This design comes from an exercise in tuning for small area, a short achievable clock period and few clock cycles per item on the open sky130 flow, not from production work.
The RTL was checked by simulation tests, not by an equivalence proof against the original design.

==> flow/design.v, too long to show whole: its modules and the start of the top module <==
// module fp_mul_prod: 33 lines
// module fp_mul_round: 34 lines
// module booth24: 962 lines
// module fp_add_core: 163 lines
// module mac_acc_unit: 139 lines
module mac_acc_unit (
  input               io_ina_valid,
  output              io_ina_ready,
  input      [31:0]   io_ina_payload,
  input               io_inb_valid,
  output              io_inb_ready,
  input      [31:0]   io_inb_payload,
  output              io_out_valid,
  input               io_out_ready,
  output     [31:0]   io_out_payload,
  input               io_acc_enable,
  input      [15:0]   io_par_acc_cnt,
  input               clk,
  input               reset
);
  // ...
==> flow/flow/run.sh <==
#!/bin/bash
set -euo pipefail
bash standard.sh synth > synth.log 2>&1
bash standard.sh SETUP_SLACK_MARGIN=8 finish > layout.log 2>&1
==> flow/standard.sh <==
#!/bin/bash
# synth_recipe.tcl (not shown) runs the flow's synth.tcl, then flattens the netlist and writes it again
# the make line also repeats each setting of config.mk as NAME=value (left out here)
make -C /OpenROAD-flow-scripts/flow DESIGN_CONFIG=/design/flow/config.mk WORK_HOME=/design/flow/orfs CLKGATE_MAP_FILE= SYNTH_SCRIPT=/design/flow/synth_recipe.tcl "${@:-finish}"
==> flow/config.mk <==
export PLATFORM = sky130hd
export DESIGN_NAME = mac_acc_unit
export DESIGN_NICKNAME = mac_acc_unit
export VERILOG_FILES = /design/flow/design.v
export SDC_FILE = /design/flow/constraint.sdc
export NUM_CORES = 4
export LEC_CHECK = 0
export CAP_MARGIN = 20
export CORE_MARGIN = 2
export CORE_UTILIZATION = 60
export PLACE_DENSITY = 0.75
export SETUP_SLACK_MARGIN = 5
export SLEW_MARGIN = 20
export TNS_END_PERCENT = 0
==> flow/constraint.sdc <==
create_clock -name core_clock -period 15.0 [get_ports {clk}]
set_input_delay 3.0000 -clock core_clock [delete_from_list [all_inputs] [get_ports {clk}]]
set_output_delay 3.0000 -clock core_clock [all_outputs]
set_load 0.01 [all_outputs]
==> impl_results.md, run 1 <==
- M1 GR Usage: 55.3%
- Critical Path Source: q_d[1]
- Leading post-synthesis cells by cell area: edfxtp_1, fa_1, ha_1, xnor2_1, a22oi_1
- DR iter-0 viols: 6924
- Die Y: 284 µm
- Number of synthesized flops with an enable pin: between 200 and 250
- Synth cell count leaders: nand2_1, xnor2_1, inv_1, nor2_1, ha_1
- # diodes: 4
- Multi-input gate area: around 38000 µm²
- Setup_tns: 0 ns
- Setup WS pre-CTS: 4.96 ns
- Top Metal Used: met5
- Starting density of the core: 60.5%
- Most frequent cells in the layout: xnor2_1, nand2_1, inv_1
- Met2 WL: around 80000 µm
- Worst-Margin Slew: 1.17 ns
- Status: finished clean
- Final cell count without fillers: 6965
- Gr busiest metal: met2
- Relative slew slack: 21.2%
- Delay-heaviest family, CP: simple AND/OR/NAND/NOR gates
- Filler cells: 6274
- Post-Route Utilization: 69.3%
- Post-Syn Area: 46900 µm²
- XOR/XNOR Fraction of Synth Area: 12.0%
- Clk Latency, worst-skew pair: 0.57 ns
- Final Slew Violations: 0
- Wire length on met1: 67900 µm
- Mean Syn Cell Area: around 8 µm²
- Sequential share of the synthesized area: 15.5%
- TritonCTS clock tree: built
- CTS H-tree depth: 2
- FMAX: 131 MHz
- Worst r2r dst: o_r[23]
- Synth async-reset ratio: 12.1%
- Fraction of area in multi-input gates: between 70% and 80%
- Min-delay src: m_v
- Flop2flop setup slack: roughly 7.4 ns
- CTS root buffer: clkbuf_16
- Antenna violations before repair: 8
Testbench counts, summed over its fixed seeds: cycles 21,435, items 20,434.
==> module fp_add_core, before the edit <==
module fp_add_core (
  input               sa,
  input      [7:0]    ea,
  input      [23:0]   ma,
  input               za,
  input               ia,
  input               na,
  input               sb,
  input      [7:0]    eb,
  input      [23:0]   mb,
  input               zb,
  input               ib,
  input               nb,
  input      [9:0]    d,        
  input               a_ge,     
  input               b_gt,     
  input               d0,       
  input               d1,       
  input      [7:0]    en,       
  input      [9:0]    dz,       
  input               dz_ge,    
  output reg [31:0]   res,
  output reg          rz,
  output reg          ri,
  output reg          rn,
  output     [9:0]    dn,       
  output              dn_ge,    
  output              dn0,      
  output              dn1       
);
  wire        sub  = sa ^ sb;
  wire        near = sub & (d0 | d1);
  wire [7:0]  emax = b_gt ? eb : ea;
  wire        fsx = b_gt ? sb : sa;
  wire [23:0] fmx = a_ge ? ma : mb;
  wire [23:0] fmy = b_gt ? ma : mb;
  wire [26:0] yf  = {fmy, 3'b000};
  wire        dbig = |d[9:5];
  wire [26:0] ysh = dbig ? 27'd0 : (yf >> d[4:0]);
  wire [26:0] lost_mask = dbig ? 27'h7ffffff : ~(27'h7ffffff << d[4:0]);
  wire        y_st = |(yf & lost_mask);
  wire [26:0] y27 = {ysh[26:1], ysh[0] | y_st};
  wire [26:0] x27 = {fmx, 3'b000};
  wire [28:0] fs2  = {1'b0, x27, 1'b1} + {sub, y27 ^ {27{sub}}, sub};
  wire [27:0] fsum = fs2[28:1];
  wire        selA = fsum[27];
  wire        selB = ~fsum[27] & fsum[26];
  wire        selC = ~fsum[27] & ~fsum[26];
  wire        incA = fsum[3] & ((|fsum[2:0]) | fsum[4]);
  wire        incB = fsum[2] & ((|fsum[1:0]) | fsum[3]);
  wire        incC = fsum[1] & (fsum[0] | fsum[2]);
  wire [23:0] rndA = {1'b0, fsum[26:4]} + {23'd0, incA};
  wire [23:0] rndB = {1'b0, fsum[25:3]} + {23'd0, incB};
  wire [23:0] rndC = {1'b0, fsum[24:2]} + {23'd0, incC};
  wire [22:0] f_man = ({23{selA}} & rndA[22:0]) | ({23{selB}} & rndB[22:0]) | ({23{selC}} & rndC[22:0]);
  wire        fdm1 = selC & ~rndC[23];
  wire        fd0  = (selC & rndC[23]) | (selB & ~rndB[23]);
  wire        fd1  = (selB & rndB[23]) | (selA & ~rndA[23]);
  wire        fd2  = selA & rndA[23];
  wire [9:0]  em1 = {2'b00, emax} - 10'd1;
  wire [9:0]  ep1 = {2'b00, emax} + 10'd1;
  wire [9:0]  ep2 = {2'b00, emax} + 10'd2;
  wire [7:0]  f_exp = ({8{fdm1}} & em1[7:0]) | ({8{fd0}} & emax) | ({8{fd1}} & ep1[7:0]) | ({8{fd2}} & ep2[7:0]);
  wire        f_ovf = (fd1 & (emax == 8'd254)) | (fd2 & (emax >= 8'd253));
  wire        f_unf = (fdm1 & (emax == 8'd1)) | (fd0 & (emax == 8'd0));
  wire [24:0] n_ab0 = {1'b0, ma} - {1'b0, mb};           
  wire [24:0] n_ba0 = {1'b0, mb} - {1'b0, ma};
  wire [25:0] n_ab1 = {1'b0, ma, 1'b0} - {2'b00, mb};    
  wire [25:0] n_ba1 = {1'b0, mb, 1'b0} - {2'b00, ma};    
  wire        n_pick_a = d0 ? ~n_ab0[24] : a_ge;
  wire [24:0] nd  = d0 ? (n_ab0[24] ? {n_ba0[23:0], 1'b0} : {n_ab0[23:0], 1'b0})
                       : (a_ge ? n_ab1[24:0] : n_ba1[24:0]);
  wire        nsx = n_pick_a ? sa : sb;
  wire [31:0] nd32 = {nd, 7'h7f};
  wire        z16 = ~|nd32[31:16];
  wire [15:0] t16 = z16 ? nd32[15:0] : nd32[31:16];
  wire        z8  = ~|t16[15:8];
  wire [7:0]  t8  = z8 ? t16[7:0] : t16[15:8];
  wire        z4  = ~|t8[7:4];
  wire [3:0]  t4  = z4 ? t8[3:0] : t8[7:4];
  wire        z2  = ~|t4[3:2];
  wire [1:0]  t2  = z2 ? t4[1:0] : t4[3:2];
  wire        z1  = ~t2[1];
  wire [4:0]  nlz = {z16, z8, z4, z2, z1};
  wire [24:0] ns1 = z16 ? {nd[8:0], 16'd0} : nd;
  wire [24:0] ns2 = z8  ? {ns1[16:0], 8'd0} : ns1;
  wire [24:0] ns3 = z4  ? {ns2[20:0], 4'd0} : ns2;
  wire [24:0] ns4 = z2  ? {ns3[22:0], 2'd0} : ns3;
  wire [24:0] nsh = z1  ? {ns4[23:0], 1'd0} : ns4;
  wire        n_inc = nd[0] & nd[1];                  
  wire [22:0] n_m  = (nlz == 5'd0) ? (nd[23:1] + {22'd0, n_inc}) : nsh[23:1];
  wire [7:0]  e8  = emax - 8'd8;
  wire [7:0]  e16 = emax - 8'd16;
  wire [7:0]  e24 = emax - 8'd24;
  wire [7:0]  eh  = z16 ? (z8 ? e24 : e16) : (z8 ? e8 : emax);
  wire [4:0]  ehm = z16 ? (z8 ? e24[7:3] - 5'd1 : e16[7:3] - 5'd1) : (z8 ? e8[7:3] - 5'd1 : emax[7:3] - 5'd1);
  wire [3:0]  el  = {1'b0, eh[2:0]} - {1'b0, z4, z2, z1};
  wire [7:0]  n_e = {el[3] ? ehm : eh[7:3], el[2:0]};
  wire        n_zero = ~|nd;
  wire        n_unf = ~|emax[7:5] & (emax[4:0] <= nlz);    
  wire c_nan  = na | nb | (ia & ib & (sa != sb));
  wire c_spec = c_nan | ia | ib | (za & zb);
  wire k_nan  = c_nan;
  wire k_ia   = ~c_nan & ia;
  wire k_ib   = ~c_nan & ~ia & ib;
  wire k_zz   = ~c_nan & ~ia & ~ib & za & zb;
  wire k_cb   = ~c_spec & za;                  
  wire k_ca   = ~c_spec & ~za & zb;            
  wire k_near = ~c_spec & ~za & ~zb & near;
  wire k_far  = ~c_spec & ~za & ~zb & ~near;
  wire        n_ok   = ~n_zero & ~n_unf;
  wire [31:0] n_word = {nsx & ~n_zero, {8{n_ok}} & n_e, {23{n_ok}} & n_m};
  wire        f_ok   = ~f_ovf & ~f_unf;
  wire [31:0] f_word = {fsx, {8{f_ovf}} | ({8{~f_unf}} & f_exp), {23{f_ok}} & f_man};
  always @(*) begin
    res = ({32{k_nan}} & 32'h7fc00000) |
          ({32{k_ia}}  & {sa, 8'hff, 23'd0}) |
          ({32{k_ib}}  & {sb, 8'hff, 23'd0}) |
          ({32{k_zz}}  & {sa & sb, 31'd0}) |
          ({32{k_cb}}  & {sb, eb, mb[22:0]}) |
          ({32{k_ca}}  & {sa, ea, ma[22:0]}) |
          ({32{k_near}} & n_word) |
          ({32{k_far}} & f_word);
    rn = k_nan;
    ri = k_ia | k_ib | (k_far & f_ovf);
    rz = k_zz | (k_near & ~n_ok) | (k_far & f_unf);
  end
  wire [7:0] ebase = zb ? ea : emax;
  wire [9:0] t   = {2'b00, en} - {2'b00, ebase};
  wire [9:0] nt  = {2'b00, ebase} - {2'b00, en};
  wire [9:0] tm1 = t + 10'd1,  ntm1 = nt - 10'd1;      
  wire [9:0] tp1 = t - 10'd1,  ntp1 = nt + 10'd1;      
  wire [9:0] tp2 = t - 10'd2,  ntp2 = nt + 10'd2;      
  wire [9:0] am1 = tm1[9] ? ntm1 : tm1;
  wire [9:0] a0  = t[9]   ? nt   : t;
  wire [9:0] ap1 = tp1[9] ? ntp1 : tp1;
  wire [9:0] ap2 = tp2[9] ? ntp2 : tp2;
  wire [9:0] ut8   = t + 10'd8,   ut16  = t + 10'd16,  ut24  = t + 10'd24;
  wire [9:0] unt8  = nt - 10'd8,  unt16 = nt - 10'd16, unt24 = nt - 10'd24;
  wire [9:0] th   = z16 ? (z8 ? ut24 : ut16) : (z8 ? ut8 : t);
  wire [9:0] nth  = z16 ? (z8 ? unt24 : unt16) : (z8 ? unt8 : nt);
  wire [6:0] thp  = z16 ? (z8 ? ut24[9:3] + 7'd1 : ut16[9:3] + 7'd1) : (z8 ? ut8[9:3] + 7'd1 : t[9:3] + 7'd1);
  wire [6:0] nthm = z16 ? (z8 ? unt24[9:3] - 7'd1 : unt16[9:3] - 7'd1) : (z8 ? unt8[9:3] - 7'd1 : nt[9:3] - 7'd1);
  wire [3:0] tl   = {1'b0, th[2:0]} + {1'b0, z4, z2, z1};
  wire [3:0] ntl  = {1'b0, nth[2:0]} - {1'b0, z4, z2, z1};
  wire [9:0] tn   = {tl[3] ? thp : th[9:3], tl[2:0]};
  wire [9:0] ntn  = {ntl[3] ? nthm : nth[9:3], ntl[2:0]};
  wire [9:0] an   = tn[9] ? ntn : tn;
  wire       s_z  = za;
  wire       s_n  = ~za & near & ~zb;
  wire       s_f  = ~za & ~s_n;
  wire       s_m1 = s_f & ~zb & fdm1;
  wire       s_0  = s_f & (zb | fd0);
  wire       s_p1 = s_f & ~zb & fd1;
  wire       s_p2 = s_f & ~zb & fd2;
  assign dn = ({10{s_z}} & dz) | ({10{s_n}} & an) | ({10{s_m1}} & am1) | ({10{s_0}} & a0) |
              ({10{s_p1}} & ap1) | ({10{s_p2}} & ap2);
  assign dn_ge = (s_z & dz_ge) | (s_n & ~tn[9]) | (s_m1 & ~tm1[9]) | (s_0 & ~t[9]) |
                 (s_p1 & ~tp1[9]) | (s_p2 & ~tp2[9]);
  assign dn0 = (s_z & ~|dz) | (s_n & ~|tn) | (s_m1 & ~|tm1) | (s_0 & ~|t) | (s_p1 & ~|tp1) | (s_p2 & ~|tp2);
  assign dn1 = (s_z & (dz == 10'd1)) | (s_n & (an == 10'd1)) | (s_m1 & (am1 == 10'd1)) | (s_0 & (a0 == 10'd1)) |
               (s_p1 & (ap1 == 10'd1)) | (s_p2 & (ap2 == 10'd1));
endmodule
==> module mac_acc_unit, before the edit <==
module mac_acc_unit (
  input               io_ina_valid,
  output              io_ina_ready,
  input      [31:0]   io_ina_payload,
  input               io_inb_valid,
  output              io_inb_ready,
  input      [31:0]   io_inb_payload,
  output              io_out_valid,
  input               io_out_ready,
  output     [31:0]   io_out_payload,
  input               io_acc_enable,
  input      [15:0]   io_par_acc_cnt,
  input               clk,
  input               reset
);
  reg         a_v, b_v;
  reg  [31:0] a_r, b_r;
  reg         m_v;
  reg         m_s;
  reg  [9:0]  m_e;
  reg  [25:0] m_ph;
  reg         m_pl, m_cn, m_ci, m_cz;
  reg         q_v;
  reg  [9:0]  q_d;         
  reg         q_ge, q_lt;  
  reg         q_d0, q_d1;  
  reg  [31:0] q_r;
  reg         q_z, q_i, q_n;
  reg         s_s;
  reg  [30:0] s_r;
  reg         s_z, s_i, s_n;
  reg         emp;         
  reg         js;          
  reg         acc_rdy;     
  reg         lastf;       
  reg         donef;       
  reg  [15:0] cnt;         
  reg         o_v;
  reg  [31:0] o_r;
  wire consume  = q_v & acc_rdy;
  wire q_adv    = m_v & (~q_v | acc_rdy);
  wire ab_adv   = a_v & b_v & (~m_v | ~q_v | acc_rdy);
  assign io_ina_ready = ~a_v | ab_adv;
  assign io_inb_ready = ~b_v | ab_adv;
  wire start    = ~js & io_acc_enable & ~o_v;
  wire complete = js & (donef | (consume & lastf));
  wire js_n     = (js & ~complete) | start;
  wire emp_n    = complete | (emp & ~consume);
  wire [15:0] cnt_n = complete ? 16'd0 : (cnt + {15'd0, consume});
  wire donef_n  = ~emp_n & (cnt_n == io_par_acc_cnt);
  wire lastf_n  = ((cnt_n + 16'd1) == io_par_acc_cnt);
  wire acc_rdy_n = emp_n | (js_n & ~donef_n);
  wire        p_s;
  wire [9:0]  p_e;
  wire [25:0] p_ph;
  wire        p_pl, p_cn, p_ci, p_cz;
  fp_mul_prod u_prod (
    .a(a_r), .b(b_r), .s(p_s), .esum(p_e), .ph(p_ph), .pl(p_pl),
    .cn(p_cn), .ci(p_ci), .cz(p_cz));
  wire [31:0] r_w;
  wire        r_z_w, r_i_w, r_n_w;
  wire [7:0]  r_en;
  fp_mul_round u_round (
    .s(m_s), .esum(m_e), .ph(m_ph), .pl(m_pl), .cn(m_cn), .ci(m_ci), .cz(m_cz),
    .res(r_w), .rz(r_z_w), .ri(r_i_w), .rn(r_n_w), .en(r_en));
  wire [31:0] add_w;
  wire        add_z, add_i, add_n;
  wire [9:0]  add_dn;
  wire        add_dn_ge, add_dn0, add_dn1;
  wire [9:0]  rs_d  = {2'b00, r_en} - {2'b00, s_r[30:23]};
  wire [9:0]  rs_nd = {2'b00, s_r[30:23]} - {2'b00, r_en};
  wire [9:0]  rs_abs = rs_d[9] ? rs_nd : rs_d;
  fp_add_core u_add (
    .sa(q_r[31]), .ea(q_r[30:23]), .ma({~q_z, q_r[22:0]}), .za(q_z), .ia(q_i), .na(q_n),
    .sb(s_s), .eb(s_r[30:23]), .mb({~s_z, s_r[22:0]}), .zb(s_z), .ib(s_i), .nb(s_n),
    .d(q_d), .a_ge(q_ge), .b_gt(q_lt), .d0(q_d0), .d1(q_d1), .en(r_en),
    .dz(rs_abs), .dz_ge(~rs_d[9]),
    .res(add_w), .rz(add_z), .ri(add_i), .rn(add_n), .dn(add_dn), .dn_ge(add_dn_ge), .dn0(add_dn0), .dn1(add_dn1));
  always @(posedge clk or posedge reset) begin
    if (reset) begin
      a_v <= 1'b0;
      b_v <= 1'b0;
      m_v <= 1'b0;
      q_v <= 1'b0;
      emp <= 1'b1;
      js <= 1'b0;
      acc_rdy <= 1'b1;
      lastf <= 1'b0;
      donef <= 1'b0;
      cnt <= 16'd0;
      o_v <= 1'b0;
      s_s <= 1'b0;
      s_z <= 1'b1;
      s_i <= 1'b0;
      s_n <= 1'b0;
    end else begin
      if (io_ina_ready) a_v <= io_ina_valid;
      if (io_inb_ready) b_v <= io_inb_valid;
      if (ab_adv) m_v <= 1'b1; else if (q_adv) m_v <= 1'b0;
      if (q_adv) q_v <= 1'b1; else if (consume) q_v <= 1'b0;
      emp <= emp_n;
      js <= js_n;
      acc_rdy <= acc_rdy_n;
      lastf <= lastf_n;
      donef <= donef_n;
      cnt <= cnt_n;
      if (complete) o_v <= 1'b1; else if (io_out_ready) o_v <= 1'b0;
      if (complete) begin
        s_s <= 1'b0; s_z <= 1'b1; s_i <= 1'b0; s_n <= 1'b0;
      end else if (consume) begin
        s_s <= add_w[31]; s_z <= add_z; s_i <= add_i; s_n <= add_n;
      end
    end
  end
  always @(posedge clk) begin
    if (io_ina_ready) a_r <= io_ina_payload;
    if (io_inb_ready) b_r <= io_inb_payload;
    if (ab_adv) begin
      m_s <= p_s; m_e <= p_e; m_ph <= p_ph; m_pl <= p_pl;
      m_cn <= p_cn; m_ci <= p_ci; m_cz <= p_cz;
    end
    if (q_adv) begin
      q_r <= r_w; q_z <= r_z_w; q_i <= r_i_w; q_n <= r_n_w;
    end
    if (consume) begin
      q_d <= add_dn; q_ge <= add_dn_ge; q_lt <= ~add_dn_ge;
      q_d0 <= add_dn0; q_d1 <= add_dn1;
    end else if (q_adv) begin
      q_d <= rs_abs; q_ge <= ~rs_d[9]; q_lt <= rs_d[9];
      q_d0 <= ~|rs_abs; q_d1 <= (rs_abs == 10'd1);
    end
    if (consume) begin
      s_r <= add_w[30:0];
    end
    if (complete) o_r <= consume ? add_w : {s_s, s_r};
  end
  assign io_out_valid = o_v;
  assign io_out_payload = o_r;
endmodule
==> run 2, diff against run 1 <==
--- a/flow/design.v
+++ b/flow/design.v
@@ -1175,5 +1175,8 @@
   wire [9:0] tn   = {tl[3] ? thp : th[9:3], tl[2:0]};
   wire [9:0] ntn  = {ntl[3] ? nthm : nth[9:3], ntl[2:0]};
-  wire [9:0] an   = tn[9] ? ntn : tn;
+  wire       n_ge = nt[9] | ~|nt | (~|nt[9:5] & (nlz >= nt[4:0]));
+  wire       n_z0 = ~|nt[9:5] & (nlz == nt[4:0]);
+  wire       n_z1 = (~|ntp1[9:5] & (nlz == ntp1[4:0])) | (~|ntm1[9:5] & (nlz == ntm1[4:0]));
+  wire [9:0] an   = n_ge ? tn : ntn;
   wire       s_z  = za;
   wire       s_n  = ~za & near & ~zb;
@@ -1185,8 +1188,8 @@
   assign dn = ({10{s_z}} & dz) | ({10{s_n}} & an) | ({10{s_m1}} & am1) | ({10{s_0}} & a0) |
               ({10{s_p1}} & ap1) | ({10{s_p2}} & ap2);
-  assign dn_ge = (s_z & dz_ge) | (s_n & ~tn[9]) | (s_m1 & ~tm1[9]) | (s_0 & ~t[9]) |
+  assign dn_ge = (s_z & dz_ge) | (s_n & n_ge) | (s_m1 & ~tm1[9]) | (s_0 & ~t[9]) |
                  (s_p1 & ~tp1[9]) | (s_p2 & ~tp2[9]);
-  assign dn0 = (s_z & ~|dz) | (s_n & ~|tn) | (s_m1 & ~|tm1) | (s_0 & ~|t) | (s_p1 & ~|tp1) | (s_p2 & ~|tp2);
-  assign dn1 = (s_z & (dz == 10'd1)) | (s_n & (an == 10'd1)) | (s_m1 & (am1 == 10'd1)) | (s_0 & (a0 == 10'd1)) |
+  assign dn0 = (s_z & ~|dz) | (s_n & n_z0) | (s_m1 & ~|tm1) | (s_0 & ~|t) | (s_p1 & ~|tp1) | (s_p2 & ~|tp2);
+  assign dn1 = (s_z & (dz == 10'd1)) | (s_n & n_z1) | (s_m1 & (am1 == 10'd1)) | (s_0 & (a0 == 10'd1)) |
                (s_p1 & (ap1 == 10'd1)) | (s_p2 & (ap2 == 10'd1));
 endmodule
@@ -1264,5 +1267,5 @@
   wire [9:0]  rs_abs = rs_d[9] ? rs_nd : rs_d;
   fp_add_core u_add (
-    .sa(q_r[31]), .ea(q_r[30:23]), .ma({~q_z, q_r[22:0]}), .za(q_z), .ia(q_i), .na(q_n),
+    .sa(q_r[31]), .ea(q_r[30:23]), .ma({~q_z, q_r[22:0]}), .za(q_z | donef), .ia(q_i & ~donef), .na(q_n & ~donef),
     .sb(s_s), .eb(s_r[30:23]), .mb({~s_z, s_r[22:0]}), .zb(s_z), .ib(s_i), .nb(s_n),
     .d(q_d), .a_ge(q_ge), .b_gt(q_lt), .d0(q_d0), .d1(q_d1), .en(r_en),
@@ -1325,5 +1328,5 @@
       s_r <= add_w[30:0];
     end
-    if (complete) o_r <= consume ? add_w : {s_s, s_r};
+    if (complete) o_r <= add_w;
   end
   assign io_out_valid = o_v;
==> flow/flow/run.sh (replaced) <==
#!/bin/bash
set -euo pipefail
bash standard.sh synth > synth.log 2>&1
bash standard.sh SETUP_SLACK_MARGIN=9 finish > layout.log 2>&1
--- a/flow/config.mk
+++ b/flow/config.mk
@@ -8,6 +8,6 @@
 export CAP_MARGIN = 20
 export CORE_MARGIN = 2
-export CORE_UTILIZATION = 60
-export PLACE_DENSITY = 0.75
+export CORE_UTILIZATION = 55
+export PLACE_DENSITY = 0.7
 export SETUP_SLACK_MARGIN = 5
 export SLEW_MARGIN = 20
==> impl_results.md, run 2 <==
- Status: finished clean
- Yosys warning count: 2
- TritonCTS clock tree: built
- Synth async-reset ratio: 12.1% (unchanged)
- Most frequent cells in the layout: nand2_1, xnor2_1, inv_1
- Area grow syn2layout: 13.9%
- Tcrit/Tclk final: 50.6%
- Gate Count Post-Synth: around 5700
- Via count: 46700
- First-pass GRT wire length: approximately 280000 µm
- FMAX: 132 MHz (+0.79%)
- Count leader, synth: nand2_1
- Maxcap violations: 0
- Simple-Gate Fraction of Synth Area: between 15 and 20%
- Critical path class: flip-flop to flip-flop
- CTS H-tree depth: 2 (unchanged)
- Yosys reg bits: 247
- Starting density of the core: 55.6% (-4.9 points)
- Grt total ovfl: 0
- Cell mode on critical path: nor2_1
- Leading post-synthesis cells by cell area: edfxtp_1, fa_1, ha_1, xnor2_1, a22oi_1
- I/O Pins: 121
- WP buf/inv: 3
- Synth cell count leaders: nand2_1, xnor2_1, inv_1, nor2_1, a21oi_1
- Hold_ws: ~0.5 ns
- Area after DPL: 49000 µm²
- Tmin final: 7.59 ns
- Clk Latency, worst-skew pair: 0.60 ns (+0.03 ns)
- Row cnt: 106
- Post-DP HPWL: 138000 µm
- Final setup fails: 0
- Adder and majority gate portion of the synthesized area: about 20%
- Mapped Nets: about 6400
- Mean Syn Cell Area: 8.18 µm² (+0.49%)
- Number of synthesized flops with an enable pin: 217 (unchanged)
- Commonest non-fill, non-tap cell in the layout: nand2_1
- Synth Area in Compound Gates: 22.6%
- Total track usage: about two fifths
- Slowest-stage cell, CP: a2111oi_0
- Die area: 87100 µm²
- Final hold violation count: 0
- CP Capture Type: flip-flop
- Largest net degree at the start of global routing: 75
- Clock-pin slew on the worst setup and hold paths: 0.06 ns
- Via density: approximately 6.7
- Multiplexer share of the synthesized area: around 5.9%
- XOR/XNOR Fraction of Synth Area: 12.6% (+0.62 points)
- Port buffer count: 120
- Filler cells: 7457 (+19%)
- Die Y: 295 µm (+4.1%)
- Number of buffers created by CTS: 34
- Die W: 295 µm
- Netlist cell types: 121
- Post-Syn Area: 46600 µm² (-0.54%)
- Sequential share of the synthesized area: 15.6% (+0.084 points)
- CTS sink cnt: 247
- Min-delay worst type: flip-flop to flip-flop
- Vias in the first global route: 44400
- DRT Wirelength: 187000 µm
- Routed length per instance: 26.9 µm
- DR iter-0 viols: 5601 (-19%)
- Antenna violations before repair: 5 (-3)
- Most area-hungry cell type in the Yosys netlist: edfxtp_1
- CP required: ~15 ns
- Ys flop type: edfxtp_1
- Final GP Congestion: 1.14
- DR pass1 iterations: 7
- Relative slew slack: 19.7% (-1.5 points)
- Core area: 83800 µm²
- Worst-Margin Slew: 1.19 ns (+0.0182 ns)
- Crit path DAT: 7.87 ns
- Final cell count without fillers: 6950 (-0.22%)
- CTS max path bufs: 3
- Delay-heaviest family, CP: simple AND/OR/NAND/NOR gates
- Unrepaired setup endpoints after global routing: true
- CTS root buffer: clkbuf_16
- DRC: 0
- Post-route ant nets: 0
- Final #Nets: 6466
- Multi-input gate area: 37700 µm² (-1.2%)
- Setup_tns: 0 ns (unchanged)
- Worst setup SP type: flip-flop
- Post-route design area: 53100 µm²
- Maximum fanout along the worst path: 32
- Share of cells above drive strength 1: 12.4%
- Final Slew Violations: 0 (unchanged)
- Clock skew: about 0.037 ns
- Max stage delay on crit path: 0.45 ns
- Post-synth top area share: about 14%
- Largest family of logic cells by synthesized area: compound AO/OA/AOI/OAI gates
- Placed Cells: 6717
- Sequential Area: 7270 µm²
run 2: per-layer routing:
layer	routed length, µm	GRT usage [%]	share of wire (%)
met1	70400	51.7	38
met2	81700	65.3	44
met3	19800	10.0	11
met4	15100	27.8	8.1
met5	33	0	0.018
run 2: layout make-up:
type | instances | area share (%)
diodes | 2 | 0.00942
flip-flops and latches | 247 | 13.7
clock inverters | 27 | 0.827
multi-input cells | 4656 | 71.0
repair buffers | 408 | 6.94
clock buffers | 35 | 1.61
inverters | 439 | 3.21
well taps | 1134 | 2.67
repair inverters | 2 | 0.0400
run 2: path summary, 6_finish.rpt:
kind	start	endpoint	slack [ns]	depth (start not counted)
max	q_lt	q_d1	7.41	29
min	m_v	q_v	0.50	2
max reg2reg	q_lt	q_d1	7.41	29
min reg2reg	m_v	q_v	0.50	2
max in group asynchronous	reset	s_z	11.78	3
min in group asynchronous	reset	cnt[15]	2.82	3
run 2: through the flow:
step | utilization, % | setup slack, ns
after floorplan | - | 7.89
after global placement | 58.5 | 4.28
after detailed placement | 58.5 | 4.06
after CTS | 63.0 | 7.72
after global routing | 63.4 | 7.17
final | 63.4 | 7.41
run 2: kinds of logic after synthesis:
logic type      after synthesis
buf+inv                     800
xor+xnor                    668
flops                       247
fa+ha+maj                   595
mux                         213
simple gates               1607
compound gates             1568
run 2: what timing repair did:
| action | CTS | global route |
|---|---|---|
| setup buffers | 140 | 17 |
| resized for setup | 266 | 35 |
| pin swaps | 60 | 25 |
| endpoints found under the setup margin | 129 | 130 |
| gates cloned | 11 | 0 |
| hold buffers | 0 | 0 |
run 2: worst reg2reg max path: cells and delay by family, from the launching register on:
kind / cells / cell delay [ns]
fa+ha+maj: 1 / 0.28
buf+inv: 3 / 0.61
compound gates: 9 / 2.46
xor+xnor: 1 / 0.25
simple gates: 15 / 3.30
flops: 1 / 0.41
Testbench counts of run 2, summed over its fixed seeds: cycles 21,435, items 20,434.
==> run 3, diff against run 2 <==
--- a/flow/design.v
+++ b/flow/design.v
@@ -1044,6 +1044,4 @@
   input               a_ge,     
   input               b_gt,     
-  input               d0,       
-  input               d1,       
   input      [7:0]    en,       
   input      [9:0]    dz,       
@@ -1054,9 +1052,9 @@
   output reg          rn,
   output     [9:0]    dn,       
-  output              dn_ge,    
-  output              dn0,      
-  output              dn1       
+  output              dn_ge     
 );
   wire        sub  = sa ^ sb;
+  wire        d0   = ~|d;
+  wire        d1   = (d == 10'd1);
   wire        near = sub & (d0 | d1);
   wire [7:0]  emax = b_gt ? eb : ea;
@@ -1175,8 +1173,5 @@
   wire [9:0] tn   = {tl[3] ? thp : th[9:3], tl[2:0]};
   wire [9:0] ntn  = {ntl[3] ? nthm : nth[9:3], ntl[2:0]};
-  wire       n_ge = nt[9] | ~|nt | (~|nt[9:5] & (nlz >= nt[4:0]));
-  wire       n_z0 = ~|nt[9:5] & (nlz == nt[4:0]);
-  wire       n_z1 = (~|ntp1[9:5] & (nlz == ntp1[4:0])) | (~|ntm1[9:5] & (nlz == ntm1[4:0]));
-  wire [9:0] an   = n_ge ? tn : ntn;
+  wire [9:0] an   = tn[9] ? ntn : tn;
   wire       s_z  = za;
   wire       s_n  = ~za & near & ~zb;
@@ -1188,9 +1183,6 @@
   assign dn = ({10{s_z}} & dz) | ({10{s_n}} & an) | ({10{s_m1}} & am1) | ({10{s_0}} & a0) |
               ({10{s_p1}} & ap1) | ({10{s_p2}} & ap2);
-  assign dn_ge = (s_z & dz_ge) | (s_n & n_ge) | (s_m1 & ~tm1[9]) | (s_0 & ~t[9]) |
+  assign dn_ge = (s_z & dz_ge) | (s_n & ~tn[9]) | (s_m1 & ~tm1[9]) | (s_0 & ~t[9]) |
                  (s_p1 & ~tp1[9]) | (s_p2 & ~tp2[9]);
-  assign dn0 = (s_z & ~|dz) | (s_n & n_z0) | (s_m1 & ~|tm1) | (s_0 & ~|t) | (s_p1 & ~|tp1) | (s_p2 & ~|tp2);
-  assign dn1 = (s_z & (dz == 10'd1)) | (s_n & n_z1) | (s_m1 & (am1 == 10'd1)) | (s_0 & (a0 == 10'd1)) |
-               (s_p1 & (ap1 == 10'd1)) | (s_p2 & (ap2 == 10'd1));
 endmodule
 module mac_acc_unit (
@@ -1219,5 +1211,4 @@
   reg  [9:0]  q_d;         
   reg         q_ge, q_lt;  
-  reg         q_d0, q_d1;  
   reg  [31:0] q_r;
   reg         q_z, q_i, q_n;
@@ -1262,14 +1253,14 @@
   wire        add_z, add_i, add_n;
   wire [9:0]  add_dn;
-  wire        add_dn_ge, add_dn0, add_dn1;
+  wire        add_dn_ge;
   wire [9:0]  rs_d  = {2'b00, r_en} - {2'b00, s_r[30:23]};
   wire [9:0]  rs_nd = {2'b00, s_r[30:23]} - {2'b00, r_en};
   wire [9:0]  rs_abs = rs_d[9] ? rs_nd : rs_d;
   fp_add_core u_add (
-    .sa(q_r[31]), .ea(q_r[30:23]), .ma({~q_z, q_r[22:0]}), .za(q_z | donef), .ia(q_i & ~donef), .na(q_n & ~donef),
+    .sa(q_r[31]), .ea(q_r[30:23]), .ma({~q_z, q_r[22:0]}), .za(q_z), .ia(q_i), .na(q_n),
     .sb(s_s), .eb(s_r[30:23]), .mb({~s_z, s_r[22:0]}), .zb(s_z), .ib(s_i), .nb(s_n),
-    .d(q_d), .a_ge(q_ge), .b_gt(q_lt), .d0(q_d0), .d1(q_d1), .en(r_en),
+    .d(q_d), .a_ge(q_ge), .b_gt(q_lt), .en(r_en),
     .dz(rs_abs), .dz_ge(~rs_d[9]),
-    .res(add_w), .rz(add_z), .ri(add_i), .rn(add_n), .dn(add_dn), .dn_ge(add_dn_ge), .dn0(add_dn0), .dn1(add_dn1));
+    .res(add_w), .rz(add_z), .ri(add_i), .rn(add_n), .dn(add_dn), .dn_ge(add_dn_ge));
   always @(posedge clk or posedge reset) begin
     if (reset) begin
@@ -1320,13 +1311,11 @@
     if (consume) begin
       q_d <= add_dn; q_ge <= add_dn_ge; q_lt <= ~add_dn_ge;
-      q_d0 <= add_dn0; q_d1 <= add_dn1;
     end else if (q_adv) begin
       q_d <= rs_abs; q_ge <= ~rs_d[9]; q_lt <= rs_d[9];
-      q_d0 <= ~|rs_abs; q_d1 <= (rs_abs == 10'd1);
     end
     if (consume) begin
       s_r <= add_w[30:0];
     end
-    if (complete) o_r <= add_w;
+    if (complete) o_r <= consume ? add_w : {s_s, s_r};
   end
   assign io_out_valid = o_v;
==> impl_results.md, run 3 <==
- Status: failed layout checks
- Layout check failures: capacitance limit, slew limit
- Clock-pin slew on the worst setup and hold paths: 0.06 ns (about the same)
- Setup_tns: 0 ns (unchanged)
- Final setup fails: 0 (unchanged)
- Starting density of the core: 55.5% (-0.13 points)
- Worst-Margin Slew: 2.63 ns (+1.44 ns)
- Final GP Congestion: 1.09 (-4.4%)
- Leading post-synthesis cells by cell area: edfxtp_1, fa_1, ha_1, xnor2_1, a22oi_1
- Yosys warning count: 2 (unchanged)
- Unrepaired setup endpoints after global routing: true
- Port buffer count: 120 (unchanged)
- Min-delay worst type: flip-flop to flip-flop
- First-pass GRT wire length: 284000 µm (+2.3%)
- Maximum fanout along the worst path: 64 (+100%)
- Tcrit/Tclk final: 51.4% (+0.78 points)
- Core area: 82000 µm² (-2.2%)
- DRT Wirelength: 197000 µm (+5.1%)
- Clk Latency, worst-skew pair: 0.61 ns (about the same)
- CTS max path bufs: 3 (unchanged)
- Post-route ant nets: 0 (unchanged)
- Met3 usage: 13.1% (+3.1 points)
- CTS H-tree depth: 2 (unchanged)
- Final #Nets: 6572 (+1.6%)
- Via density: 6.88 (+2.5%)
- Relative slew slack: -77.4% (-97 points)
- Hold buffer count at cts: 0 (unchanged)
- Maxcap violations: 1 (+1)
- Vias in the first global route: 45700 (+3.0%)
- Worst setup SP type: flip-flop
- Post-DP HPWL: 133000 µm (-3.2%)
- Number of synthesized flops with an enable pin: 215 (-0.92%)
- Gate Count Post-Synth: 5616 (-1.4%)
- Clock skew: 0.0348 ns (-0.00178 ns)
- Synth cell count leaders: nand2_1, xnor2_1, inv_1, nor2_1, a21oi_1
- DRC: 0 (unchanged)
- Gr busiest metal: met2
- TritonCTS clock tree: built
- CP Capture Type: flip-flop
- CP required: 15.34 ns (+0.05 ns)
- CTS sink cnt: 245 (-0.81%)
- Tmin final: 7.70 ns (+0.117 ns)
- Die area: 85000 µm² (-2.4%)
- DR iter-0 viols: 6583 (+18%)
- Yosys reg bits: 245 (-0.81%)
- Ys flop type: edfxtp_1
- Post-synth top area share: 14.2% (+0.22 points)
- CTS root buffer: clkbuf_16
- Antenna violations before repair: 8 (+3)
- I/O Pins: 121 (unchanged)
- Largest net degree at the start of global routing: 72 (-4.0%)
- Grt total ovfl: 0 (unchanged)
- Via count: 48200 (+3.4%)
- M1 GR Usage: 51.3% (-0.42 points)
- Number of buffers created by CTS: 34 (unchanged)
- Row cnt: 105 (-0.94%)
- Sequential share of the synthesized area: 15.8% (+0.26 points)
- Final hold violation count: 0 (unchanged)
- Area grow syn2layout: 20.6%
- Critical path class: flip-flop to flip-flop
- Mapped Nets: 6283 (-1.5%)
- DR pass1 iterations: 13 (+6)
- Routed length per instance: 28.1 µm (+4.3%)
- Final cell count without fillers: 7005 (+0.79%)
- Count leader, synth: nand2_1
- Total track usage: 43.7% (+1.8 points)
- FMAX: 130 MHz (-1.5%)
- Most area-hungry cell type in the Yosys netlist: edfxtp_1
- Die W: 292 µm (-1.2%)
- Most frequent cells in the layout: nand2_1, xnor2_1, inv_1
- Die Y: 292 µm (-1.2%)
- Met2 Use GR: 67.8% (+2.4 points)
- Post-Syn Area: 45500 µm² (-2.4%)
- Crit path DAT: 8.04 ns (+0.17 ns)
- Mean Syn Cell Area: 8.10 µm² (-1.0%)
- Synth async-reset ratio: 12.2% (+0.099 points)
- Share of cells above drive strength 1: 17.8% (+5.4 points)
- Placed Cells: 6592 (-1.9%)
- Netlist cell types: 94 (-22%)
- Final Slew Violations: 2 (+2)
- Commonest non-fill, non-tap cell in the layout: nand2_1
run 3: cell count changes after synthesis, moves of 13 or more:
cell	delta
nor2_1	-41
a211oi_1	+24
mux4_1	-19
nor3_1	+13
buf_2	-19
mux2i_1	-23
inv_1	+20
a21o_1	-25
nand3_1	+21
run 3: final cells by class:
class | count | area, µm²
fillers | 6779 | 27100
flip-flops and latches | 245 | 7210
repair buffers | 595 | 5610
inverters | 458 | 1780
well taps | 1070 | 1340
clock inverters | 18 | 228
clock buffers | 44 | 898
multi-input cells | 4571 | 37800
diodes | 4 | 10.0
run 3: final timing paths:
path | startpoint | end | slack, ns | cells past startpoint
setup / recovery | q_ge | o_r[1] | 7.30 | 22
hold / removal | m_v | q_v | 0.48 | 2
setup reg to reg | q_ge | o_r[1] | 7.30 | 22
hold reg to reg | m_v | q_v | 0.48 | 2
max in group asynchronous | reset | s_z | 11.82 | 3
min in group asynchronous | reset | cnt[14] | 2.81 | 3
run 3: layer usage:
layer	vias to the layer above	share of wire (%)
met5	-	0.014
met4	6	9.9
met3	1142	13
met2	3610	43
met1	22700	35
li1	20700	-
run 3: cells by family (layout without fill, tap and decap cells):
| group | count (synthesis) | in the layout | share of synthesized area [%] |
|---|---|---|---|
| fa+ha+maj | 585 | 585 | 20.3 |
| xor+xnor | 658 | 658 | 12.7 |
| flops | 245 | 245 | 15.8 |
| buf+inv | 804 | 1115 | 6.74 |
| mux | 185 | 185 | 4.90 |
| other cells | 0 | 4 | 0 |
| compound gates | 1569 | 1572 | 23.1 |
| simple gates | 1570 | 1571 | 16.4 |
run 3: per-stage QoR:
step	cell area [µm²]	util (%)	hold slack [ns]	setup slack, ns
detailed placement	47900	58.4	0.464	5.37
global route	54900	66.9	0.489	7.22
global placement	47900	58.4	0.455	5.67
CTS	52900	64.6	0.477	8.04
floorplan	45700	-	0.435	8.12
finish	54900	66.9	0.475	7.30
run 3: worst max-delay path: stages, from the launching register on:
cell and delay [ns]:
edfxtp_1 0.36, buf_4 0.22, buf_4 0.35, o21ai_0 2.05, ha_4 0.40, nand2_1 0.10, nor2_1 0.14, nor3_2 0.08
o2bb2ai_4 0.15, o21a_2 0.25, o21a_2 0.25, o31a_1 0.28, xor2_1 0.20, buf_6 0.16, or3_4 0.39, o41ai_4 0.47
nand3_2 0.15, o21ai_4 0.14, a21oi_4 0.15, buf_12 0.23, a222oi_1 0.37, o21ai_1 0.18, mux2_2 0.30
run 3: what timing repair did:
| item | CTS | global route |
|---|---|---|
| gates cloned | 20 | 8 |
| pin swaps | 118 | 120 |
| endpoints found under the setup margin | 136 | 134 |
| setup buffers | 206 | 111 |
| resized for setup | 426 | 194 |
Testbench counts of run 3, summed over its fixed seeds: cycles 21,435, items 20,434.
==> run 4, diff against run 3 <==
--- a/flow/config.mk
+++ b/flow/config.mk
@@ -8,6 +8,6 @@
 export CAP_MARGIN = 20
 export CORE_MARGIN = 2
-export CORE_UTILIZATION = 55
-export PLACE_DENSITY = 0.7
+export CORE_UTILIZATION = 50
+export PLACE_DENSITY = 0.65
 export SETUP_SLACK_MARGIN = 5
 export SLEW_MARGIN = 20
==> impl_results.md, run 4 <==
- Tmin final: 7.24 ns (-0.460 ns)
- Number of synthesized flops with an enable pin: 215 (unchanged)
- CP required: 15.51 ns (+0.17 ns)
- Unrepaired setup endpoints after global routing: true
- Final setup fails: 0 (unchanged)
- Worst setup SP type: flip-flop
- Die Y: 306 µm (+4.8%)
- TritonCTS clock tree: built
- Worst-Margin Slew: 1.13 ns (-1.50 ns)
- Die area: 93400 µm² (+9.9%)
- Synth cell count leaders: nand2_1, xnor2_1, inv_1, nor2_1, a21oi_1
- Tcrit/Tclk final: 48.3% (-3.1 points)
- DR iter-0 viols: 6178 (-6.2%)
- Final hold violation count: 0 (unchanged)
- Vias in the first global route: 44900 (-1.9%)
- Port buffer count: 120 (unchanged)
- Total track usage: 38.9% (-4.8 points)
- I/O Pins: 121 (unchanged)
- Via count: 46400 (-3.8%)
- Area grow syn2layout: 16.8%
- Grt total ovfl: 0 (unchanged)
- CP Capture Type: flip-flop
- Clock-pin slew on the worst setup and hold paths: 0.06 ns (about the same)
- Share of cells above drive strength 1: 14.7% (-3.1 points)
- Maximum fanout along the worst path: 12 (-81%)
- Core area: 90100 µm² (+10%)
- Final #Nets: 6450 (-1.9%)
- Netlist cell types: 94 (unchanged)
- Clock skew: 0.0226 ns (-0.0122 ns)
- Crit path DAT: 7.76 ns (-0.28 ns)
- Post-route ant nets: 0 (unchanged)
- Commonest non-fill, non-tap cell in the layout: nand2_1
- Yosys reg bits: 245 (unchanged)
- CTS sink cnt: 245 (unchanged)
- DRC: 0 (unchanged)
- Post-synth top area share: 14.2% (unchanged)
- Post-Syn Area: 45500 µm² (unchanged)
- Row cnt: 110 (+4.8%)
- Starting density of the core: 50.5% (-5.0 points)
- CTS max path bufs: 3 (unchanged)
- Critical path class: flip-flop to flip-flop
- Number of buffers created by CTS: 31 (-8.8%)
- Yosys warning count: 2 (unchanged)
- CTS root buffer: clkbuf_16
- Status: finished clean
- First-pass GRT wire length: 280000 µm (-1.2%)
- Synth async-reset ratio: 12.2% (unchanged)
- Gate Count Post-Synth: 5616 (unchanged)
- Post-DP HPWL: 134000 µm (+0.29%)
- Most area-hungry cell type in the Yosys netlist: edfxtp_1
- Maxcap violations: 0 (-1)
- Largest net degree at the start of global routing: 81 (+13%)
- Leading post-synthesis cells by cell area: edfxtp_1, fa_1, ha_1, xnor2_1, a22oi_1
- Final GP Congestion: 1.06 (-2.6%)
- CTS H-tree depth: 1 (-1)
- Count leader, synth: nand2_1
- Via density: 6.64 (-3.6%)
- Most frequent cells in the layout: nand2_1, xnor2_1, inv_1
- Clk Latency, worst-skew pair: 0.65 ns (+0.04 ns)
- Hold_ws: 0.529 ns (+0.0544 ns)
- Min-delay worst type: flip-flop to flip-flop
- Final Slew Violations: 0 (-2)
- Die W: 306 µm (+4.8%)
- Relative slew slack: 24.4% (+100 points)
- FMAX: 138 MHz (+6.3%)
- Mapped Nets: 6283 (unchanged)
- Mean Syn Cell Area: 8.10 µm² (unchanged)
- Ys flop type: edfxtp_1
- Antenna violations before repair: 8 (unchanged)
- Setup_tns: 0 ns (unchanged)
- DR pass1 iterations: 9 (-4)
- Hold buffer count at cts: 0 (unchanged)
- Routed length per instance: 26.6 µm (-5.0%)
- DRT Wirelength: 186000 µm (-5.3%)
- Sequential share of the synthesized area: 15.8% (unchanged)
- Filler cells: 8110 (+20%)
run 4: final timing paths:
path                        start      end  slack (ns)  depth (start not counted)
hold reg to reg                js       js        0.53                          2
setup reg to reg           q_d[9]   o_r[5]        7.76                         26
setup / recovery           q_d[9]   o_r[5]        7.76                         26
max in group asynchronous   reset      s_z       11.89                          3
min in group asynchronous   reset  cnt[15]        2.75                          3
hold / removal                 js       js        0.53                          2
run 4: stage by stage:
step                setup WS, ns  cell area [µm²]  util (%)  cells
floorplan                   8.12            45700         -   5616
global placement            5.00            48000      53.3   6695
detailed placement          4.77            48000      53.3   6695
CTS                         8.02            52700      58.5   6965
global route                7.51            53100      58.9   6984
finish                      7.76            53100      58.9   6985
run 4: cells by family after synthesis:
family                     Yosys count  synth area share (%)
adders and majority gates          585                  20.3
DFF                                245                  15.8
buffers and inverters              804                  6.74
and+or+nand+nor                   1570                  16.4
xor gates and xnor gates           658                  12.7
muxes                              185                  4.90
AOI/OAI and AO/OA                 1569                  23.1
run 4: timing repair:
action	4_1_cts	5_1_grt
cloned	13	0
hold endpoints to repair	0	0
buffers inserted	199	19
gates resized for setup	405	55
endpoints found under the setup margin	138	134
pin swaps	111	16
run 4: worst max-delay path, stage by stage (launching register included):
cell and delay, ns:
edfxtp_1 0.39, or4_4 0.66, nor2_4 0.15, buf_8 0.16
o21ai_1 0.12, a21oi_1 0.18, a21oi_1 0.10, nor4_2 0.42
o22ai_2 0.15, nor4_4 0.40, ha_4 0.27, inv_2 0.09
nand4_1 0.17, o2bb2ai_4 0.24, o21a_1 0.24, o21a_2 0.27
xnor2_4 0.23, nand4_4 0.16, or4_4 0.50, or4b_1 0.54
a22o_4 0.32, a22o_1 0.26, a21o_4 0.26, a21o_4 0.24
a211oi_4 0.28, or3_1 0.16, mux2_2 0.15
run 4: layer usage:
| metal | share of wire (%) | vias up | global-route usage, % |
|---|---|---|---|
| met4 | 7.9 | 8 | 25.4 |
| met2 | 44 | 3047 | 61.2 |
| li1 | - | 20500 | - |
| met3 | 11 | 737 | 8.45 |
| met1 | 37 | 22100 | 48.1 |
| met5 | 0.032 | - | 0 |
run 4: cell type report:
cell class | instances | area, µm² | share of cell area (%)
Antenna cell | 1 | 2.50 | 0.00471
Timing Repair Buffer | 477 | 4430 | 8.33
Timing Repair inverter | 1 | 7.51 | 0.0141
Inverter | 458 | 1800 | 3.38
Clock inverter | 14 | 128 | 0.240
Tap cell | 1176 | 1470 | 2.77
Clock buffer | 44 | 905 | 1.70
Sequential cell | 245 | 7210 | 13.6
Multi-Input combinational cell | 4569 | 37200 | 70.0
==> run 5, diff against run 4 <==
--- a/flow/config.mk
+++ b/flow/config.mk
@@ -9,5 +9,5 @@
 export CORE_MARGIN = 2
 export CORE_UTILIZATION = 50
-export PLACE_DENSITY = 0.65
+export PLACE_DENSITY = 0.6
 export SETUP_SLACK_MARGIN = 5
 export SLEW_MARGIN = 20
==> impl_results.md, run 5 <==
- Tmin final: 7.12 ns (-0.120 ns)
- Simple-Gate Fraction of Synth Area: 16.4% (unchanged)
- Post-DP HPWL: 137000 µm (+2.3%)
- I/O Pins: 121 (unchanged)
- Synth Area in Compound Gates: 23.1% (unchanged)
- CTS H-tree depth: 1 (unchanged)
- Post-Route Utilization: 59.3% (+0.40 points)
- XOR/XNOR Fraction of Synth Area: 12.7% (unchanged)
- Final hold violation count: 0 (unchanged)
- Most frequent cells in the layout: nand2_1, xnor2_1, inv_1
- Placed Cells: 6683 (-0.18%)
- Max stage delay on crit path: 0.53 ns (-0.13 ns)
- Leading post-synthesis cells by cell area: edfxtp_1, fa_1, ha_1, xnor2_1, a22oi_1
- Netlist cell types: 94 (unchanged)
- DRC: 0 (unchanged)
- Starting density of the core: 50.5% (unchanged)
- Adder and majority gate portion of the synthesized area: 20.3% (unchanged)
- R2r startpoint: s_r[4]
- Row cnt: 110 (unchanged)
- Crit path DAT: 7.55 ns (-0.21 ns)
- Worst-Margin Slew: 1.34 ns (+0.203 ns)
- Yosys warning count: 2 (unchanged)
- Sequential share of the synthesized area: 15.8% (unchanged)
- R2R depth: 29 (+12%)
- Die Y: 306 µm (unchanged)
- Routed length per instance: 27.1 µm (+1.5%)
- Synth async-reset ratio: 12.2% (unchanged)
- DR pass1 iterations: 6 (-3)
- Largest net degree at the start of global routing: 68 (-16%)
- Worst setup SP type: flip-flop
- Clock skew: 0.0446 ns (+0.0220 ns)
- Final setup fails: 0 (unchanged)
- CTS root buffer: clkbuf_16
- CP required: 15.43 ns (-0.08 ns)
- CP Capture Type: flip-flop
- Share of cells above drive strength 1: 15.8% (+1.1 points)
- Gate Count Post-Synth: 5616 (unchanged)
- Total track usage: 38.7% (-0.22 points)
- Mapped Nets: 6283 (unchanged)
- Critical path class: flip-flop to flip-flop
- Vias in the first global route: 43800 (-2.3%)
- Via density: 6.54 (-1.5%)
- DRT Wirelength: 188000 µm (+1.2%)
- CTS max path bufs: 3 (unchanged)
- Final #Nets: 6428 (-0.34%)
- Post-synth top area share: 14.2% (unchanged)
- Number of buffers created by CTS: 31 (unchanged)
- CTS sink cnt: 245 (unchanged)
- Via count: 45500 (-1.9%)
- Relative slew slack: 9.89% (-14 points)
- Final GP Congestion: 1.02 (-3.6%)
- Largest family of logic cells by synthesized area: compound AO/OA/AOI/OAI gates
- DR iter-0 viols: 5352 (-13%)
- Crit path capture: q_d[7]
- Min-delay worst type: flip-flop to flip-flop
- Clock-pin slew on the worst setup and hold paths: 0.06 ns (about the same)
- Ys flop type: edfxtp_1
- Unrepaired setup endpoints after global routing: true
- Antenna violations before repair: 0 (-8)
- Most area-hungry cell type in the Yosys netlist: edfxtp_1
- Maxcap violations: 0 (unchanged)
- Setup_tns: 0 ns (unchanged)
- Area grow syn2layout: 17.6%
- # diodes: 0 (-1)
- Core area: 90100 µm² (unchanged)
- Cell mode on critical path: nand2_1
- Mean Syn Cell Area: 8.10 µm² (unchanged)
- Flop2flop setup slack: 7.88 ns (+0.12 ns)
- Grt total ovfl: 0 (unchanged)
- First-pass GRT wire length: 277000 µm (-1.1%)
- FMAX: 140 MHz (+1.7%)
- Count leader, synth: nand2_1
- Synth cell count leaders: nand2_1, xnor2_1, inv_1, nor2_1, a21oi_1
- Post-Syn Area: 45500 µm² (unchanged)
- Commonest non-fill, non-tap cell in the layout: nand2_1
- Post-route ant nets: 0 (unchanged)
- Clk Latency, worst-skew pair: 0.64 ns (about the same)
- Port buffer count: 120 (unchanged)
- Tcrit/Tclk final: 47.5% (-0.80 points)
- Number of synthesized flops with an enable pin: 215 (unchanged)
- Multiplexer share of the synthesized area: 4.90% (unchanged)
- Yosys reg bits: 245 (unchanged)
- Die W: 306 µm (unchanged)
- TritonCTS clock tree: built
- Status: finished clean
- Critical Path Source: s_r[4]
- Worst r2r dst: q_d[7]
- Final cell count without fillers: 6958 (-0.39%)
- Die area: 93400 µm² (unchanged)
- Final Slew Violations: 0 (unchanged)
- Maximum fanout along the worst path: 18 (+6)
- Slowest-stage cell, CP: or3b_2
==> run 5: cell counts after synthesis <==
Identical to the previous run, type by type.
==> run 5: cell type report <==
type,count,area (µm²)
clock inverters,21,219
repair inverters,1,7.51
fillers,8190,36700
clock buffers,33,783
multi-input cells,4570,37700
well taps,1176,1470
inverters,458,1780
repair buffers,454,4280
flip-flops and latches,245,7210
==> run 5: routing by layer <==
| layer | track usage, % | up-vias | routed length [µm] |
|---|---|---|---|
| met1 | 48.1 | 21900 | 71500 |
| met2 | 62.8 | 2555 | 85600 |
| met3 | 6.20 | 638 | 16600 |
| li1 | - | 20400 | - |
| met4 | 24.0 | 0 | 14600 |
| met5 | 0 | - | 0 |
==> run 5: what timing repair did <==
action	CTS	global route
cloned	10	9
gates resized for setup	353	239
setup endpoints to repair	138	137
setup buffers	131	71
hold buffers	0	0
pin swaps	72	106
==> run 5: cells by family after synthesis <==
| group | Yosys count |
|---|---|
| adders and majority gates | 585 |
| xor gates and xnor gates | 658 |
| buffers and inverters | 804 |
| AOI/OAI and AO/OA | 1569 |
| and+or+nand+nor | 1570 |
| muxes | 185 |
| DFF | 245 |
==> run 5: worst max-delay path, delay by kind of cell (launching register included) <==
family          cells  cell delay (ns)
simple gates        9             2.19
compound gates      9             1.91
buf+inv             6             1.06
fa+ha+maj           2             0.55
flops               1             0.52
xor+xnor            2             0.39
mux                 1             0.30
==> run 5: stage by stage <==
step                      setup slack [ns]  area, µm²  hold WS, ns
after global routing                  7.70      53500        0.507
after detailed placement              5.30      47900        0.467
final                                 7.88      53500        0.482
after global placement                5.36      47900        0.452
after CTS                             7.86      51700        0.483
after floorplan                       8.12      45700        0.435
==> run 5: worst min path at each step <==
stage | endpoint | startpoint | slack [ns] | depth (start not counted)
CTS | q_v | m_v | 0.48 | 2
detailed placement | q_v | m_v | 0.47 | 2
global route | q_v | m_v | 0.51 | 2
global placement | q_v | m_v | 0.45 | 2
finish | q_v | m_v | 0.48 | 2
floorplan | q_v | m_v | 0.44 | 2
==> run 6, diff against run 5 <==
--- a/flow/config.mk
+++ b/flow/config.mk
@@ -8,5 +8,5 @@
 export CAP_MARGIN = 20
 export CORE_MARGIN = 2
-export CORE_UTILIZATION = 50
+export CORE_UTILIZATION = 45
 export PLACE_DENSITY = 0.6
 export SETUP_SLACK_MARGIN = 5
==> impl_results.md, run 6 <==
- FMAX: 140 MHz (-0.14%)
- Largest family of logic cells by synthesized area: compound AO/OA/AOI/OAI gates
- CTS H-tree depth: 2 (+1)
- Sequential share of the synthesized area: 15.8% (unchanged)
- Ys flop type: edfxtp_1
- Final GP Congestion: 1.03 (+1.2%)
- Die area: 104000 µm² (+11%)
- Yosys reg bits: 245 (unchanged)
- Number of buffers created by CTS: 35 (+13%)
- Maxcap violations: 0 (unchanged)
- CP required: 15.32 ns (-0.11 ns)
- Max stage delay on crit path: 0.59 ns (+0.06 ns)
- Final #Nets: 6512 (+1.3%)
- Area after DPL: 48200 µm² (+0.65%)
- Relative slew slack: 23.1% (+13 points)
- Share of cells above drive strength 1: 16.8% (+0.98 points)
- Worst-Margin Slew: 1.15 ns (-0.183 ns)
- Setup_tns: 0 ns (unchanged)
- Core area: 100000 µm² (+11%)
- Filler cells: 9487 (+16%)
- Worst setup SP type: flip-flop
- Hold_ws: 0.483 ns (+0.000820 ns)
- Hold buffer count at cts: 0 (unchanged)
- Via density: 6.47 (-1.0%)
- Largest net degree at the start of global routing: 65 (-4.4%)
- Worst Setup Slack, final: 7.87 ns (-0.0103 ns)
- CTS sink cnt: 245 (unchanged)
- Post-DP HPWL: 138000 µm (+0.62%)
- Final Slew Violations: 0 (unchanged)
- Cell mode on critical path: a21oi_1
- Grt total ovfl: 0 (unchanged)
- Clock skew: 0.0373 ns (-0.00728 ns)
- Clock-pin slew on the worst setup and hold paths: 0.07 ns (about the same)
- Mapped Nets: 6283 (unchanged)
- CTS root buffer: clkbuf_16
- DR iter-0 viols: 5394 (+0.78%)
- Die Y: 322 µm (+5.3%)
- DR pass1 iterations: 8 (+2)
- Simple-Gate Fraction of Synth Area: 16.4% (unchanged)
- Gate Count Post-Synth: 5616 (unchanged)
- Setup WS pre-CTS: 5.03 ns (-0.274 ns)
- I/O Pins: 121 (unchanged)
- Row cnt: 116 (+5.5%)
- Worst r2r dst: q_d[8]
- Worst Hold Path EP: q_v
- Post-Syn Area: 45500 µm² (unchanged)
- Vias in the first global route: 44200 (+0.91%)
- Worst Hold Depth: 2 (unchanged)
- Port buffer count: 120 (unchanged)
- Starting density of the core: 45.4% (-5.0 points)
- Min-delay src: m_v
- Count leader, synth: nand2_1
- Total track usage: 36.4% (-2.3 points)
- Commonest non-fill, non-tap cell in the layout: nand2_1
- TritonCTS clock tree: built
- Adder and majority gate portion of the synthesized area: 20.3% (unchanged)
- Synth cell count leaders: nand2_1, xnor2_1, inv_1, nor2_1, a21oi_1
- CTS max path bufs: 3 (unchanged)
- Number of synthesized flops with an enable pin: 215 (unchanged)
- Mean Syn Cell Area: 8.10 µm² (unchanged)
- Antenna violations before repair: 2 (+2)
- Status: finished clean
- Post-route design area: 54400 µm² (+1.7%)
- Final setup fails: 0 (unchanged)
- XOR/XNOR Fraction of Synth Area: 12.7% (unchanged)
- Multiplexer share of the synthesized area: 4.90% (unchanged)
- Netlist cell types: 94 (unchanged)
- WP buf/inv: 2 (-4)
- Clk Latency, worst-skew pair: 0.61 ns (-0.03 ns)
- Tmin final: 7.13 ns (+0.0103 ns)
- Tcrit/Tclk final: 47.6% (+0.069 points)
- Synth Area in Compound Gates: 23.1% (unchanged)
- Area grow syn2layout: 19.6%
- Final hold violation count: 0 (unchanged)
- Most area-hungry cell type in the Yosys netlist: edfxtp_1
- R2R depth: 25 (-14%)
- Via count: 46400 (+2.0%)
- Flop2flop setup slack: 7.87 ns (about the same)
- Slowest-stage cell, CP: or4_4
- Routed length per instance: 27.1 µm (+0.15%)
- Maximum fanout along the worst path: 7 (-11)
- Crit path DAT: 7.45 ns (-0.10 ns)
- Critical path class: flip-flop to flip-flop
- DRC: 0 (unchanged)
- Min-delay worst type: flip-flop to flip-flop
- Post-Route Utilization: 54.3% (-5.0 points)
- CP Capture Type: flip-flop
- Most frequent cells in the layout: nand2_1, xnor2_1, inv_1
- R2r startpoint: s_r[12]
- Post-route ant nets: 0 (unchanged)
- Post-synth top area share: 14.2% (unchanged)
- DRT Wirelength: 194000 µm (+3.2%)
- Multi-input gate area: 37700 µm² (-0.14%)
- Leading post-synthesis cells by cell area: edfxtp_1, fa_1, ha_1, xnor2_1, a22oi_1
- Sequential Area: 7210 µm² (unchanged)
- Synth async-reset ratio: 12.2% (unchanged)
- Unrepaired setup endpoints after global routing: true
- First-pass GRT wire length: 286000 µm (+3.0%)
- Die W: 322 µm (+5.3%)
- Delay-heaviest family, CP: simple AND/OR/NAND/NOR gates
- Yosys warning count: 2 (unchanged)
[run 6: final cells by class]
cell class | count | area share [%]
multi-input combinational | 4571 | 69.3
sequential | 245 | 13.3
timing repair buffer | 533 | 9.13
inverter | 458 | 3.25
tap | 1298 | 2.99
clock buffer | 45 | 1.80
clock inverter | 19 | 0.260
timing repair inverter | 1 | 0.0138
antenna | 1 | 0.00460
[run 6: worst min-delay path: cells and delay by family, from the launching register on]
kind | cells | cell delay [ns]
buffers and inverters | 1 | 0.06
DFF | 1 | 0.34
and+or+nand+nor | 1 | 0.05
[run 6: cell families (layout without fill, tap and decap cells)]
group,count (synthesis),in the layout
flops,245,245
simple gates,1570,1570
buf+inv,804,1056
xor+xnor,658,658
compound gates,1569,1573
fa+ha+maj,585,585
other cells,0,1
mux,185,185
[run 6: per-stage QoR]
step                      instances
final                          7171
after global routing           7170
after CTS                      7078
after detailed placement       6819
after global placement         6819
after floorplan                5616
[run 6: per-layer routing]
metal	part of all wire, %	global-route usage, %	vias up
met1	39	46.4	22400
met4	7.3	22.1	0
met2	44	57.2	2737
met5	0	0	-
li1	-	-	20600
met3	9.9	6.72	692
[run 6: worst max path at each step]
stage	start	to	slack, ns	depth (start not counted)
after floorplan	q_lt	o_r[22]	8.12	33
after global placement	q_z	o_r[27]	5.22	29
after CTS	b_r[1]	m_ph[23]	7.95	28
after global routing	q_d[9]	o_r[1]	7.71	29
final	s_r[12]	q_d[8]	7.87	25
after detailed placement	q_z	o_r[27]	5.03	29
[run 6: what timing repair did]
item | CTS | global route
gates resized for setup | 373 | 207
pin swaps | 90 | 102
cloned | 16 | 3
endpoints found under the setup margin | 129 | 132
setup buffers | 179 | 89

## static timing again, ports no longer ideal
No port has a modelled driver above. Below, the same layouts with a new extraction and two added sets of constraints.
Step 1 (the two cells are an assumption about what drives the block):
set clk [get_ports {clk}]
set_driving_cell -lib_cell sky130_fd_sc_hd__clkbuf_16 $clk
set_driving_cell -lib_cell sky130_fd_sc_hd__buf_2 [delete_from_list [all_inputs] $clk]
Step 2 moves the port delays by t, midway between the first and last clock arrival at a register: inputs arrive t later, outputs are due t later. That takes back most of the time a late clock gives input paths.
Three values: no drivers, after step 1, after step 2; two values: the first two.
run | shift t [ns] | setup slack, ns | hold slack, ns | worst setup path at the end
run 1 | 0.619 | 7.354 / 7.354 / 7.354 | 0.475 / 0.475 / 0.475 | register to register
run 2 | 0.658 | 7.414 / 7.414 / 7.414 | 0.500 / 0.500 / 0.500 | register to register
run 3 | 0.667 | 7.297 / 7.297 / 7.297 | 0.475 / 0.475 / 0.475 | register to register
run 4 | 0.708 | 7.756 / 7.756 / 7.756 | 0.529 / 0.529 / 0.529 | register to register
run 5 | 0.691 | 7.877 / 7.877 / 7.877 | 0.482 / 0.482 / 0.482 | register to register
run 6 | 0.664 | 7.866 / 7.866 / 7.866 | 0.483 / 0.483 / 0.483 | register to register
